Background: an optimization exercise with open tools, aiming at small area, a short achievable clock period and few clock cycles per item. Do not read the settings as production practice.
Where RTL was checked, it was by simulation tests only, not by an equivalence proof against the original.
Power figures rest on the tool's default switching activity, not on a simulated workload.

## unpipelined_divider
module unpipelined_divider #
(
    parameter N = 32
)
(
    input wire [N-1:0] dividend,
    input wire [N-1:0] divisor,
    input wire start,
    input wire rst,
    input wire clk,
    output wire [N-1:0] quotient,
    output wire [N-1:0] remainder,
    output reg done
);
    reg [N-1:0] rem_reg;    
    reg [N-1:0] dq_reg;     
    reg [4:0]   cnt;        
    reg         busy;
    wire d_nz = |divisor;
    wire sk3 = (|divisor[31:24]) | (d_nz & ~(|dividend[31:8]));
    wire sk2 = (|divisor[31:16]) | (d_nz & ~(|dividend[31:16]));
    wire sk1 = (|divisor[31:8])  | (d_nz & ~(|dividend[31:24]));
    wire [1:0] sh = sk3 ? 2'd3 : sk2 ? 2'd2 : sk1 ? 2'd1 : 2'd0;
    wire [2*N-1:0] load = {{N{1'b0}}, dividend} << {sh, 3'b000};
    wire [N:0] t = {rem_reg, dq_reg[N-1]};
    wire [N-1:0] p = ~(t[N-1:0] ^ divisor);
    wire [N-1:0] g0 = t[N-1:0] & ~divisor;
    wire [N-1:0] gi = {g0[N-1:1], g0[0] | p[0]};
    wire [N-1:0] G [0:5];
    wire [N-1:0] P [0:5];
    assign G[0] = gi;
    assign P[0] = p;
    genvar l, i;
    generate
        for (l = 0; l < 5; l = l + 1) begin : lvl
            for (i = 0; i < N; i = i + 1) begin : bitp
                if ((i >> l) & 1) begin : comb
                    assign G[l+1][i] = G[l][i] | (P[l][i] & G[l][((i >> l) << l) - 1]);
                    assign P[l+1][i] = P[l][i] & P[l][((i >> l) << l) - 1];
                end else begin : pass
                    assign G[l+1][i] = G[l][i];
                    assign P[l+1][i] = P[l][i];
                end
            end
        end
    endgenerate
  ...
For scale: ~71 flip-flops, ~0.0047 mm² of cells after synthesis.
Settings: LEC_CHECK=0, CAP_MARGIN=20, CORE_MARGIN=2, CORE_UTILIZATION=40, SETUP_SLACK_MARGIN=1.5, SLEW_MARGIN=20; clock period 4.0 ns.
standard.sh (not shown) runs the stock make flow with config.mk's settings and CLKGATE_MAP_FILE= SYNTH_SCRIPT=/design/flow/synth_recipe.tcl, a recipe that flattens the netlist after the stock synthesis.
==> flow/flow/run.sh <==
#!/bin/bash
# The standard layout, except that the port buffers are the library's
# smallest plain buffer instead of the delay cell buffer_ports picks.
set -euo pipefail
export BUFFER_PORTS_ARGS="-buffer_cell sky130_fd_sc_hd__buf_1"
bash standard.sh > standard.log 2>&1
Edit:
==> flow/flow/run.sh (replaced) <==
#!/bin/bash
# The standard layout, with the port buffers set to the library's smallest
# plain buffer (buffer_ports otherwise picks a delay cell) and the settings
# below passed to the ORFS make.
set -euo pipefail
export BUFFER_PORTS_ARGS="-buffer_cell sky130_fd_sc_hd__buf_1"

bash standard.sh > standard.log 2>&1
--- a/flow/config.mk
+++ b/flow/config.mk
@@ -8,5 +8,5 @@
 export CAP_MARGIN = 20
 export CORE_MARGIN = 2
-export CORE_UTILIZATION = 40
-export SETUP_SLACK_MARGIN = 1.5
+export CORE_UTILIZATION = 65
+export SETUP_SLACK_MARGIN = 1.0
 export SLEW_MARGIN = 20
Result:
- cell area shrinks by 15%
- area after synthesis stays the same
- die area falls by 37%
- global-route usage grows by 10 points
- routed wire length is lower by 5.2%
- worst setup slack is worse by 0.17 ns
- count of clock-buffer cells in the layout rises by 1
- flip-flop and latch count is unchanged
- worst hold slack got worse by 0.030 ns
- power drops by 4.1%
Edit:
--- a/flow/flow/run.sh
+++ b/flow/flow/run.sh
@@ -5,4 +5,4 @@
 set -euo pipefail
 export BUFFER_PORTS_ARGS="-buffer_cell sky130_fd_sc_hd__buf_1"
-
+export ADDER_MAP_FILE=
 bash standard.sh > standard.log 2>&1
--- a/flow/config.mk
+++ b/flow/config.mk
@@ -8,5 +8,5 @@
 export CAP_MARGIN = 20
 export CORE_MARGIN = 2
-export CORE_UTILIZATION = 65
+export CORE_UTILIZATION = 40
 export SETUP_SLACK_MARGIN = 1.0
 export SLEW_MARGIN = 20
The changed run ran to the end with no violations.
Die area climbs by 65%.
Sequential power fell by about 8%.
Total power went down by about 10%.
Cell area goes up by 16%.
Register-to-register slack loses 0.21 ns.
Final cell count came out higher by 18%.
Worst setup slack loses 0.092 ns.
Synthesized cell count rose by 13%.
Edit:
==> flow/flow/run.sh (replaced) <==
#!/bin/bash
# The standard layout, except that the port buffers are the library's
# smallest plain buffer instead of the delay cell buffer_ports picks.
set -euo pipefail
export BUFFER_PORTS_ARGS="-buffer_cell sky130_fd_sc_hd__buf_1"
bash standard.sh > standard.log 2>&1
The new run finished clean.
Maximum frequency goes up by roughly a tenth.
Core utilization goes down by 4.3 points.
Global-route usage goes down by 1.0 points.
Hold slack barely changes.
Routed wire length goes down by a few percent.
No functional check of the RTL was part of any run of this note.

* * *

## v6
Another version of the RTL of unpipelined_divider (not shown whole).
Size in the first run: ~550 cells after synthesis, roughly 4600 um^2 of cells after synthesis.
==> flow/config.mk <==
export PLATFORM = sky130hd
export DESIGN_NAME = unpipelined_divider
export DESIGN_NICKNAME = unpipelined_divider
export VERILOG_FILES = /design/flow/design.v
export SDC_FILE = /design/flow/constraint.sdc
export NUM_CORES = 4
export LEC_CHECK = 0
export CAP_MARGIN = 20
export CORE_MARGIN = 2
export CORE_UTILIZATION = 60
export CTS_BUF_LIST = sky130_fd_sc_hd__clkbuf_4 sky130_fd_sc_hd__clkbuf_8
export SETUP_SLACK_MARGIN = 1.0
export SLEW_MARGIN = 20
export SYNTH_HIERARCHICAL = 1
export SYNTH_MINIMUM_KEEP_SIZE = 0
==> flow/constraint.sdc <==
create_clock -name core_clock -period 4.0 [get_ports {clk}]
set_input_delay 0.8000 -clock core_clock [delete_from_list [all_inputs] [get_ports {clk}]]
set_output_delay 0.8000 -clock core_clock [all_outputs]
set_load 0.01 [all_outputs]
==> flow/flow/run.sh <==
#!/bin/bash
# The standard layout (standard.sh) with two changes:
#  - the final ABC mapping of the standard synthesis uses flow/abc_map.script
#    (ORFS's speed script without its blanket upsizing);
#  - the port buffers are the library's smallest plain buffer (buffer_ports
#    otherwise picks a delay cell).
set -euo pipefail
here=$(pwd)
export FLOW_SYNTH_TCL=$here/synth_recipe.tcl
export MY_ABC_SCRIPT=$here/flow/abc_map.script
export BUFFER_PORTS_ARGS="-buffer_cell sky130_fd_sc_hd__buf_1"
sed "s#SYNTH_SCRIPT=[^ ]*#SYNTH_SCRIPT=$here/flow/my_synth.tcl#" standard.sh > my_standard.sh
grep -q "SYNTH_SCRIPT=$here/flow/my_synth.tcl" my_standard.sh
bash my_standard.sh > standard.log 2>&1
==> flow/flow/abc_map.script <==
&get -n
&st
&dch
&nf
&st
&syn2
&if -g -K 6
&synch2
&nf
&st
&syn2
&if -g -K 6
&synch2
&nf
&st
&syn2
&if -g -K 6
&synch2
&nf
&st
&syn2
&if -g -K 6
&synch2
&nf
&st
&syn2
&if -g -K 6
&synch2
&nf
&put
buffer -c
topo
stime -c

dnsize -c
==> flow/flow/my_synth.tcl <==
# The standard flow's synthesis (synth_recipe.tcl, unchanged), except that the final ABC
# technology mapping runs flow/abc_map.script instead of ORFS's speed script
proc abc {args} {
  set i [lsearch -exact $args -script]
  if {$i >= 0} {
    lset args [expr {$i + 1}] $::env(MY_ABC_SCRIPT)
  }
  yosys abc {*}$args
}
source $::env(FLOW_SYNTH_TCL)
Testbench counts of v6, summed over its fixed seeds: cycles 10,456, items 512.
Input changes introduced in v7 (baseline for comparison: v6):
Settings: swapping 60 for 50 in CORE_UTILIZATION.
### Flow results
v7 ended up with a higher total power than v6 did.
Final cell count (higher): v7
v7 vs v6: number of cells in the design after placement up slightly
Comparing v7 and v6, the higher non-clock buffer count is on v7.
Compared to v6, v7 has transition time of the tightest slew-check pin 0.058 ns lower.
Taking v6 as the reference point, the clock share of power of v7 rises by 0.2 points.

## port drivers added, routing unchanged
The results above use ideal ports. As a check the final layouts listed here were re-extracted and re-timed, cells and wires unchanged. Step 1 (the two cells are an assumption about what drives the block):
set clk [get_ports {clk}]
set_driving_cell -lib_cell sky130_fd_sc_hd__clkbuf_16 $clk
set_driving_cell -lib_cell sky130_fd_sc_hd__buf_2 [delete_from_list [all_inputs] $clk]
Step 2, shift: input delay + t, output delay - t, t = (earliest + latest rising clock arrival at the registers) / 2. This alone moves slack from input paths to output paths. a / b / c = no drivers / after step 1 / after step 2; a / b = the first two.
run	t, ns	setup WS [ns]	worst setup path at the end
the first run of note 1	0.380	0.997 / 1.006 / 0.626	input to register
the second run of note 1	0.391	0.824 / 0.820 / 0.429	input to register
the third run of note 1	0.372	0.732 / 0.728 / 0.356	input to register
the fourth run of note 1	0.373	1.038 / 1.041 / 0.667	input to register
v6	0.370	1.223 / 1.236 / 0.865	input to register
v7	0.380	1.179 / 1.190 / 0.810	input to register
After both steps setup and hold are still met in every run listed. The setup slack of the second run of note 1, which loses most, moves by -0.004 ns with the drivers and by -0.395 ns with both steps.
